Background: an optimization exercise with open tools, aiming at small area, a short achievable clock period and few clock cycles. Do not read the settings as production practice.
Where RTL was checked, it was by simulation tests only, not by an equivalence proof against the original.

## before
## geofence
module geofence (clk, reset, X, Y, valid, is_inside);
    input clk;
    input reset;
    input [9:0] X;
    input [9:0] Y;
    output valid;
    output is_inside;
    reg [3:0] phase;
    reg [9:0] tx, ty;
    reg       vsx, vsy, lsx, lsy, rsx, rsy;
    reg [9:0] vmx, vmy_n, lmx_n, lmy, rmx_n, rmy;
    reg       inside_acc;
    reg       _valid, _inside;
    assign valid = _valid;
    assign is_inside = _inside;
    wire [10:0] ex = {1'b0, X} + {1'b0, ~tx};
    wire [10:0] ey = {1'b0, Y} + {1'b0, ~ty};
    wire        dsx = ~ex[10];
    wire        dsy = ~ey[10];
    wire [9:0]  dmx = dsx ? ~ex[9:0] : ex[9:0] + 10'd1;
    wire [9:0]  dmy = dsy ? ~ey[9:0] : ey[9:0] + 10'd1;
    wire ge_l, ge_r;   
    geofence_cmp cmp_l (.an(lmx_n), .bn(vmy_n), .c(vmx), .d(lmy), .msb(ge_l));
    geofence_cmp cmp_r (.an(rmx_n), .bn(vmy_n), .c(vmx), .d(rmy), .msb(ge_r));
    wire s1l = lsx ^ vsy, s2l = vsx ^ lsy;
    wire s1r = rsx ^ vsy, s2r = vsx ^ rsy;
    wire nl1 = s1l, nl0 = s1l ^ (s1l == s2l);
    wire nr1 = s1r, nr0 = s1r ^ (s1r == s2r);
    wire nl = ge_l ? nl1 : nl0;
    wire nr = ge_r ? nr1 : nr0;
    wire active = (phase >= 4'd3) && (phase <= 4'd7);
    wire [3:0] upd_l_t = {nl1 & nr1, nl1 & nr0, nl0 & nr1, nl0 & nr0};
    wire [3:0] upd_r_t = {~nl1 & ~nr1, ~nl1 & ~nr0, ~nl0 & ~nr1, ~nl0 & ~nr0};
    wire [3:0] load_l_t = {4{active}} & upd_l_t;
    wire [3:0] load_r_t = {4{active}} & upd_r_t;
  ...
Size in the first run: ~24 I/O pins, about 14000 um2 of cells after synthesis.
==> flow/config.mk <==
export PLATFORM = sky130hd
export DESIGN_NAME = geofence
export DESIGN_NICKNAME = geofence
export VERILOG_FILES = /design/flow/design.v
export SDC_FILE = /design/flow/constraint.sdc
export NUM_CORES = 4
export LEC_CHECK = 0
export ABC_CLOCK_PERIOD_IN_PS = 6000
export CAP_MARGIN = 20
export CORE_MARGIN = 2
export CORE_UTILIZATION = 60
export SETUP_SLACK_MARGIN = 5
export SLEW_MARGIN = 20
==> flow/constraint.sdc <==
create_clock -name core_clock -period 12.0 [get_ports {clk}]
set_input_delay 2.4000 -clock core_clock [delete_from_list [all_inputs] [get_ports {clk}]]
set_output_delay 2.4000 -clock core_clock [all_outputs]
set_load 0.01 [all_outputs]
standard.sh (not shown) runs the stock make flow with config.mk's settings and CLKGATE_MAP_FILE= SYNTH_SCRIPT=/design/flow/synth_recipe.tcl, a recipe that flattens the netlist after the stock synthesis.
==> flow/flow/run.sh <==
#!/bin/bash
# The standard layout, with one step added after synthesis: flow/fapol.py
# picks the polarity of each full-adder cell (a full adder is self-dual), of
# each half adder (rebuilt from an xor and an and-type gate) and of 2-input
# and/or gates, so that few inverters are left in the carry-save trees, and
# puts each full adder's latest-arriving input on its fastest pin (CIN);
# cells that drive many pins get a larger drive strength, and cells with a
# stronger size of the same area in the library get that size.
# The registers keep their names and cell types (some get a larger drive
# strength); the other changes are to combinational cells.
# Each tool's output goes to a log here: synth.log, fapol.log, finish.log
# (ORFS also keeps each step's log under orfs/logs).
set -euo pipefail
R=orfs/results/$FLOW_PLATFORM/geofence/base
bash standard.sh synth > synth.log 2>&1
cp $R/1_2_yosys.v $R/1_2_yosys.std.v
python3 flow/fapol.py $R/1_2_yosys.std.v $R/1_2_yosys.v > fapol.log 2>&1
rm -f $R/1_synth.odb $R/1_synth.sdc
bash standard.sh finish > finish.log 2>&1
Other scripts of this flow, unchanged in this note and not shown: flow/flow/fapol.py
Testbench counts of before, summed over its fixed seeds: cycles 10,800.
#### Input delta (after over before)
Settings: ABC_AREA: unset -> 1.
==> results.txt <==
Per the comparison of after with before, number of buffers inserted by post-CTS setup repair held; global-route wire length before repair went up. Summary of after over before: die outline area went up 630 um2, average instance area after synthesis went down about 9%.


geofence, a different RTL version from the one above (not shown whole).
Size: roughly 1500 cells after synthesis, ~24 I/O pins.
Settings: LEC_CHECK=0, ABC_CLOCK_PERIOD_IN_PS=6000, CAP_MARGIN=20, CORE_MARGIN=2, CORE_UTILIZATION=40, SETUP_SLACK_MARGIN=5, SLEW_MARGIN=20; clock period 12.0 ns.
run.sh (not shown) runs the stock make flow with config.mk's settings and CLKGATE_MAP_FILE= SYNTH_SCRIPT=/design/flow/synth_recipe.tcl, a recipe that flattens the netlist after the stock synthesis.
Stock flow here: none of the scripts above is used.
Testbench counts at the start, summed over its fixed seeds: cycles 10,800.
Then changed:
- CORE_UTILIZATION: 40 -> 60
Result:
- wire length fell by 1.7%
- synthesized cell count stays the same
- non-clock buffer count fell by 6
- die area fell by 33%


geofence, a different RTL version from the one above (not shown whole).
Size: ~1,700 cells after synthesis, about 93 flip-flops, roughly 17,000 µm² of cells after synthesis.
Settings: LEC_CHECK=0, CAP_MARGIN=20, CORE_MARGIN=2, CORE_UTILIZATION=40, SLEW_MARGIN=20; clock period 12.0 ns.
Next try:
ABC_CLOCK_PERIOD_IN_PS = 6000   (was default)
SETUP_SLACK_MARGIN = 5   (was default)
=> Global-route usage grows by 1.5 points; synthesized cell count does not change; non-clock buffer count grows by 120; final area grows by 8.6%; final cell count grows by 5.6%; utilization grows by 3.7 points; sequential share of layout area shrinks by 0.84 points; routed wire length grows by 11%; critical path depth grows by 4.
No functional check of the RTL was part of any run of this note.


geofence, a different RTL version from the one above (not shown whole).
Size in the first run: ~1,500 cells after synthesis, ~24 I/O pins, ~0.015 mm² of cells after synthesis.
make LEC_CHECK=0 ABC_CLOCK_PERIOD_IN_PS=6000 CAP_MARGIN=20 CORE_MARGIN=2 CORE_UTILIZATION=70 SETUP_SLACK_MARGIN=5 SLEW_MARGIN=20 finish   # period 12.0 ns
Next try:
CORE_UTILIZATION = 60   (was 70)
Outcome: Clock-buffer cell count rose by 2. Core utilization fell by 10 points. Final cell count rose by a few percent. Maximum frequency stays flat. Critical path depth is unchanged. Global-route usage fell by 3.7 points. Sequential share of layout area barely changes. Clock skew hardly moves.
Next try:
==> flow/flow/run.sh (new file) <==
#!/bin/bash
# The standard layout (the standard.sh), with gate resizing allowed in
# ORFS's timing repair: sky130hd's config sets MATCH_CELL_FOOTPRINT=1, which
# keeps repair_timing from changing a cell's drive strength.
# make's output goes to make.log; ORFS keeps each step's log in orfs/logs.
set -euo pipefail
bash standard.sh MATCH_CELL_FOOTPRINT=0 finish > make.log 2>&1
==> flow/standard.sh (new file) <==
#!/bin/bash
# synth_recipe.tcl (not shown) runs the flow's synth.tcl, then flattens the netlist and writes it again
# the make line also repeats each setting of config.mk as NAME=value (left out here)
make -C /OpenROAD-flow-scripts/flow DESIGN_CONFIG=/design/flow/config.mk WORK_HOME=/design/flow/orfs CLKGATE_MAP_FILE= SYNTH_SCRIPT=/design/flow/synth_recipe.tcl "${@:-finish}"
removed: flow/run.sh
Count of clock-buffer cells in the layout is unchanged.
Cell area does not change.
Die area does not change.
Via count stays the same.
Critical path depth does not change.
Final cell count does not change.
No functional check of the RTL was part of any run of this note.

[port drivers added, routing unchanged]
The results above use ideal ports. As a check the final layouts listed here were re-extracted and re-timed, cells and wires unchanged.
Step 1, drivers: a clkbuf_16 drives clk and a buf_2 each remaining input, both assumed.
Step 2, shift: input delay + t, output delay - t, t = (earliest + latest rising clock arrival at the registers) / 2. This alone moves slack from input paths to output paths.
a / b / c = no drivers / after step 1 / after step 2; a / b = the first two.
| run | shift t [ns] | setup WS [ns] | worst hold slack (ns) | worst data-port slew with drivers (ns) |
|---|---|---|---|---|
| before | 0.394 | 5.580 / 5.580 / 5.580 | 0.455 / 0.455 / 0.455 | 0.03 |
| after | 0.389 | 5.889 / 5.889 / 5.889 | 0.458 / 0.458 / 0.458 | 0.03 |
| the first run of note 2 | 0.388 | 5.264 / 5.264 / 5.264 | 0.461 / 0.461 / 0.461 | 0.04 |
| the second run of note 2 | 0.380 | 5.301 / 5.301 / 5.301 | 0.467 / 0.467 / 0.467 | 0.03 |
| the first run of note 3 | 0.385 | 3.565 / 3.565 / 3.565 | 0.504 / 0.504 / 0.504 | 0.04 |
| the second run of note 3 | 0.384 | 4.771 / 4.771 / 4.771 | 0.484 / 0.484 / 0.484 | 0.04 |
| the first run of note 4 | 0.371 | 5.185 / 5.185 / 5.185 | 0.490 / 0.490 / 0.490 | 0.03 |
| the second run of note 4 | 0.374 | 5.204 / 5.204 / 5.204 | 0.461 / 0.461 / 0.461 | 0.03 |
| the third run of note 4 | 0.374 | 5.204 / 5.204 / 5.204 | 0.461 / 0.461 / 0.461 | 0.03 |
After both steps every run listed still meets setup and hold.
